What follows belongs to an exercise in optimizing a design on an open flow for small area and a short achievable clock period; a production flow would make more cautious choices. The RTL was checked by simulation tests, not by an equivalence proof against the original design.

Design winograd_top, start of the top module:
module winograd_top(clk, rst_n, in_valid,
    inp10, inp11, inp12, inp13, inp20, inp21, inp22, inp23,
    inp30, inp31, inp32, inp33, inp40, inp41, inp42, inp43,
    ker10, ker11, ker12, ker20, ker21, ker22, ker30, ker31, ker32,
    out_valid, out10, out11, out20, out21);
    input clk, rst_n, in_valid;
    input [7:0] inp10, inp11, inp12, inp13;
    input [7:0] inp20, inp21, inp22, inp23;
    input [7:0] inp30, inp31, inp32, inp33;
    input [7:0] inp40, inp41, inp42, inp43;
    input [7:0] ker10, ker11, ker12;
    input [7:0] ker20, ker21, ker22;
    input [7:0] ker30, ker31, ker32;
    output out_valid;
    output [7:0] out10, out11, out20, out21;
    reg [3:1] vld;
    always @(posedge clk) begin
        if (rst_n == 1'b0)
            vld <= {3{1'b0}};
        else
            vld <= {vld[2:1], in_valid};
    end
    assign out_valid = vld[3];
    winograd core(clk, inp10, inp11, inp12, inp13, inp20, inp21, inp22, inp23,
                  inp30, inp31, inp32, inp33, inp40, inp41, inp42, inp43,
                  ker10, ker11, ker12, ker20, ker21, ker22, ker30, ker31, ker32,
                  out10, out11, out20, out21);
endmodule
clock: 15.5 ns
lec_check: 0
cap_margin: 20
core_margin: 2
core_utilization: 60
cts_cluster_diameter: 100
cts_cluster_size: 25
place_density: 0.75
slew_margin: 20
synth_hierarchical: 1
standard.sh (not shown) runs the stock make flow with config.mk's settings and CLKGATE_MAP_FILE= SYNTH_SCRIPT=/design/flow/synth_recipe.tcl, a recipe that flattens the netlist after the stock synthesis.
==> flow/flow/run.sh <==
#!/bin/bash
# Own layout flow: the standard flow (standard.sh) with two changes:
#  - the port buffers use a small buffer cell (buf_1) instead of the default choice;
#  - timing repair aims for 11.0 ns of setup slack, i.e. it works on every path
#    longer than 4.5 ns (the clock period stays 15.5 ns).
export BUFFER_PORTS_ARGS="-buffer_cell sky130_fd_sc_hd__buf_1"
export SETUP_SLACK_MARGIN=11.0
bash standard.sh > standard.log 2>&1
Next try:
- PLACE_DENSITY: 0.75 -> default
What happened: Design area increases slightly; final cell count increases slightly; core utilization increases by 0.41 points; register-to-register slack got worse by 20 ps; non-clock buffer count increases by 7; critical path depth does not change; setup slack improved by 19 ps; wire length increases by a few percent.
Next try:
- PLACE_DENSITY: default -> 0.9
=> The changed run produced a clean layout; design area goes down by 0.55%; wire length goes up by 3.0%; setup slack got worse by 40 ps; area after synthesis stays the same; sequential share of layout area is about the same; register-to-register slack got worse by 20 ps.
Next try:
- GPL_ROUTABILITY_DRIVEN: default -> 0
- PLACE_DENSITY: 0.9 -> 0.75
After rerunning: Wire length came out lower by 6.8%. Worst setup slack gets better by 16 ps. Synthesized area stays the same. Synthesized cell count does not change. Maximum frequency goes up by 0.34%. First-iteration DRC count is lower by 24%. Utilization rose by 0.22 points. Sequential share of layout area stays flat. Register-to-register slack improved by 50 ps.

========
run 1:
winograd_top, a different RTL version from the one above (not shown whole).
Size in the first run: about 2300 cells after synthesis, about 380 flip-flops, about 240 I/O pins, roughly 27000 sq um of cells after synthesis.
==> flow/design.v (excerpt) <==
module winograd_top(clk, rst_n, in_valid,
    inp10, inp11, inp12, inp13, inp20, inp21, inp22, inp23,
    inp30, inp31, inp32, inp33, inp40, inp41, inp42, inp43,
    ker10, ker11, ker12, ker20, ker21, ker22, ker30, ker31, ker32,
    out_valid, out10, out11, out20, out21);
Settings: LEC_CHECK=0, CAP_MARGIN=20, CORE_MARGIN=2, CORE_UTILIZATION=60, CTS_CLUSTER_DIAMETER=100, CTS_CLUSTER_SIZE=25, SLEW_MARGIN=20, SYNTH_HIERARCHICAL=1; clock period 15.5 ns.
==> flow/flow/run.sh <==
#!/bin/bash
# Own layout flow: the standard flow (standard.sh) with two changes:
#  - the port buffers use a small buffer cell (buf_2) instead of the default choice;
#  - timing repair aims for 11.15 ns of setup slack, i.e. it works on every path
#    longer than 4.35 ns (the clock period stays 15.5 ns).
export BUFFER_PORTS_ARGS="-buffer_cell sky130_fd_sc_hd__buf_2"
export SETUP_SLACK_MARGIN=11.15
bash standard.sh > standard.log 2>&1
For run 2, these inputs were changed with respect to run 1:
# run 1
export LEC_CHECK = 0
export CAP_MARGIN = 20
export CORE_MARGIN = 2
export CORE_UTILIZATION = 60
export CTS_CLUSTER_DIAMETER = 100
export CTS_CLUSTER_SIZE = 25
export SLEW_MARGIN = 20
export SYNTH_HIERARCHICAL = 1
create_clock -name core_clock -period 15.5 [get_ports {clk}]
# run 2
export LEC_CHECK = 0
export CAP_MARGIN = 20
export CORE_MARGIN = 2
export CORE_UTILIZATION = 40
export SLEW_MARGIN = 20
export SYNTH_HIERARCHICAL = 1
create_clock -name core_clock -period 15.5 [get_ports {clk}]
==> flow/flow/run.sh <==
#!/bin/bash
# Own layout flow: the standard flow (standard.sh) unchanged, except that
# the port buffers use a small buffer cell (buf_2) instead of the default choice.
export BUFFER_PORTS_ARGS="-buffer_cell sky130_fd_sc_hd__buf_2"
bash standard.sh > standard.log 2>&1
Notes after the runs:
Compared with run 1, in run 2 number of clock buffer instances in the layout shows an increase of about 200%, data arrival time at the worst-slack endpoint shows an increase of 480 ps, met3 usage shows a reduction of 1.2 points, global-route wire length before repair shows an increase of about 4%, routed wire length shows an increase of about 3.3%. Run comparison: run 2 slowest cell on the critical path fa_1; run 1 slowest cell on the critical path fa_2.
Here is what was changed in the inputs of run 3 compared with run 2.
# run 2
export LEC_CHECK = 0
export CAP_MARGIN = 20
export CORE_MARGIN = 2
export CORE_UTILIZATION = 40
export SLEW_MARGIN = 20
export SYNTH_HIERARCHICAL = 1
create_clock -name core_clock -period 15.5 [get_ports {clk}]
# run 3
export LEC_CHECK = 0
export CAP_MARGIN = 20
export CORE_MARGIN = 2
export CORE_UTILIZATION = 50
export CTS_CLUSTER_DIAMETER = 100
export CTS_CLUSTER_SIZE = 30
export SLEW_MARGIN = 20
export SYNTH_HIERARCHICAL = 1
create_clock -name core_clock -period 15.5 [get_ports {clk}]
==> flow/flow/run.sh <==
#!/bin/bash
# Own layout flow: the standard flow (standard.sh) with two changes:
#  - the port buffers use a small buffer cell (buf_2) instead of the default choice;
#  - timing repair aims for 11.0 ns of setup slack, i.e. it works on every path
#    longer than 4.5 ns (the clock period stays 15.5 ns).
export BUFFER_PORTS_ARGS="-buffer_cell sky130_fd_sc_hd__buf_2"
export SETUP_SLACK_MARGIN=11.0
bash standard.sh > standard.log 2>&1
--- outcome ---
- From run 2 to run 3 the numbers moved as follows: sequential share of layout area grew by 0.67 points; total non-filler cell area in the finished layout shrank by about 1.4%.
- Going from run 2 to run 3, the number of antenna violations at the first check in global routing was found to have gone down by 1.
- Of run 2 and run 3, the higher worst-case register-to-register setup slack belongs to run 3.
- Run 3 ended with less cell count than run 2.
- Per the comparison of run 3 with run 2, arrival time at the worst endpoint lost 460 ps; total length of routed met3 wires lost 6.0%.
- Diff run 2 and run 3: share of the cycle needed by the critical path after routing lower in run 3
- Compared with run 2, in run 3 required time of the critical path up 20 ps; worst hold slack across all endpoints up 4.8 ps.
Input changes introduced in run 4 (baseline for comparison: run 3):
# run 3
export LEC_CHECK = 0
export CAP_MARGIN = 20
export CORE_MARGIN = 2
export CORE_UTILIZATION = 50
export CTS_CLUSTER_DIAMETER = 100
export CTS_CLUSTER_SIZE = 30
export SLEW_MARGIN = 20
export SYNTH_HIERARCHICAL = 1
create_clock -name core_clock -period 15.5 [get_ports {clk}]
# run 4
export LEC_CHECK = 0
export CAP_MARGIN = 20
export CORE_MARGIN = 2
export CORE_UTILIZATION = 40
export SLEW_MARGIN = 20
export SYNTH_HIERARCHICAL = 1
create_clock -name core_clock -period 15.5 [get_ports {clk}]
==> flow/flow/run.sh <==
#!/bin/bash
# Own layout flow: the standard flow (standard.sh) with two changes:
#  - the port buffers use a small buffer cell (buf_2) instead of the default choice;
#  - timing repair aims for 11.4 ns of setup slack, i.e. it works on every path
#    longer than 4.1 ns (the clock period stays 15.5 ns).
export BUFFER_PORTS_ARGS="-buffer_cell sky130_fd_sc_hd__buf_2"
export SETUP_SLACK_MARGIN=11.4
bash standard.sh > standard.log 2>&1
Notes after the runs:
Taking run 3 as the reference, in run 4 number of different library cells in the post-synthesis netlist saw little to no change, utilization now smaller. Run 3 → run 4: synthesis-to-layout area growth shows an increase of 11 points, worst setup margin shows no meaningful change, register share of the cell area shows a reduction of 2.1 points.

-- static timing again, ports no longer ideal --
The flow's constraints put no driver on any port. The routed layouts listed below were extracted and timed again, unchanged, in two steps. Step 1 sets driving cells, clkbuf_16 on the clock port and buf_2 on the other inputs (assumed; they add their load-dependent delay and slew). Step 2 also shifts input and output timing later by t, the mid clock arrival at the registers, as if the neighbouring blocks saw the same clock. Slacks: no drivers / after step 1 / after step 2; pairs: no drivers / after step 1.
run | shift t [ns] | setup WS [ns] | slew at the worst register clock pin (ns)
the first run of note 1 | 0.601 | 11.005 / 11.044 / 10.444 | 0.11 / 0.11
the second run of note 1 | 0.615 | 11.024 / 11.041 / 10.443 | 0.11 / 0.11
the third run of note 1 | 0.607 | 10.984 / 11.011 / 10.404 | 0.11 / 0.11
the fourth run of note 1 | 0.602 | 11.000 / 11.022 / 10.420 | 0.11 / 0.11
run 1 | 0.615 | 11.091 / 11.091 / 10.555 | 0.11 / 0.11
run 2 | 0.648 | 10.585 / 10.585 / 10.415 | 0.07 / 0.07
run 3 | 0.635 | 11.062 / 11.062 / 10.492 | 0.12 / 0.12
run 4 | 0.651 | 11.061 / 11.061 / 10.546 | 0.07 / 0.07
After both steps every run listed still meets setup and hold. The setup slack of the second run of note 1, which loses most, moves by +0.017 ns with the drivers and by -0.581 ns with both steps.
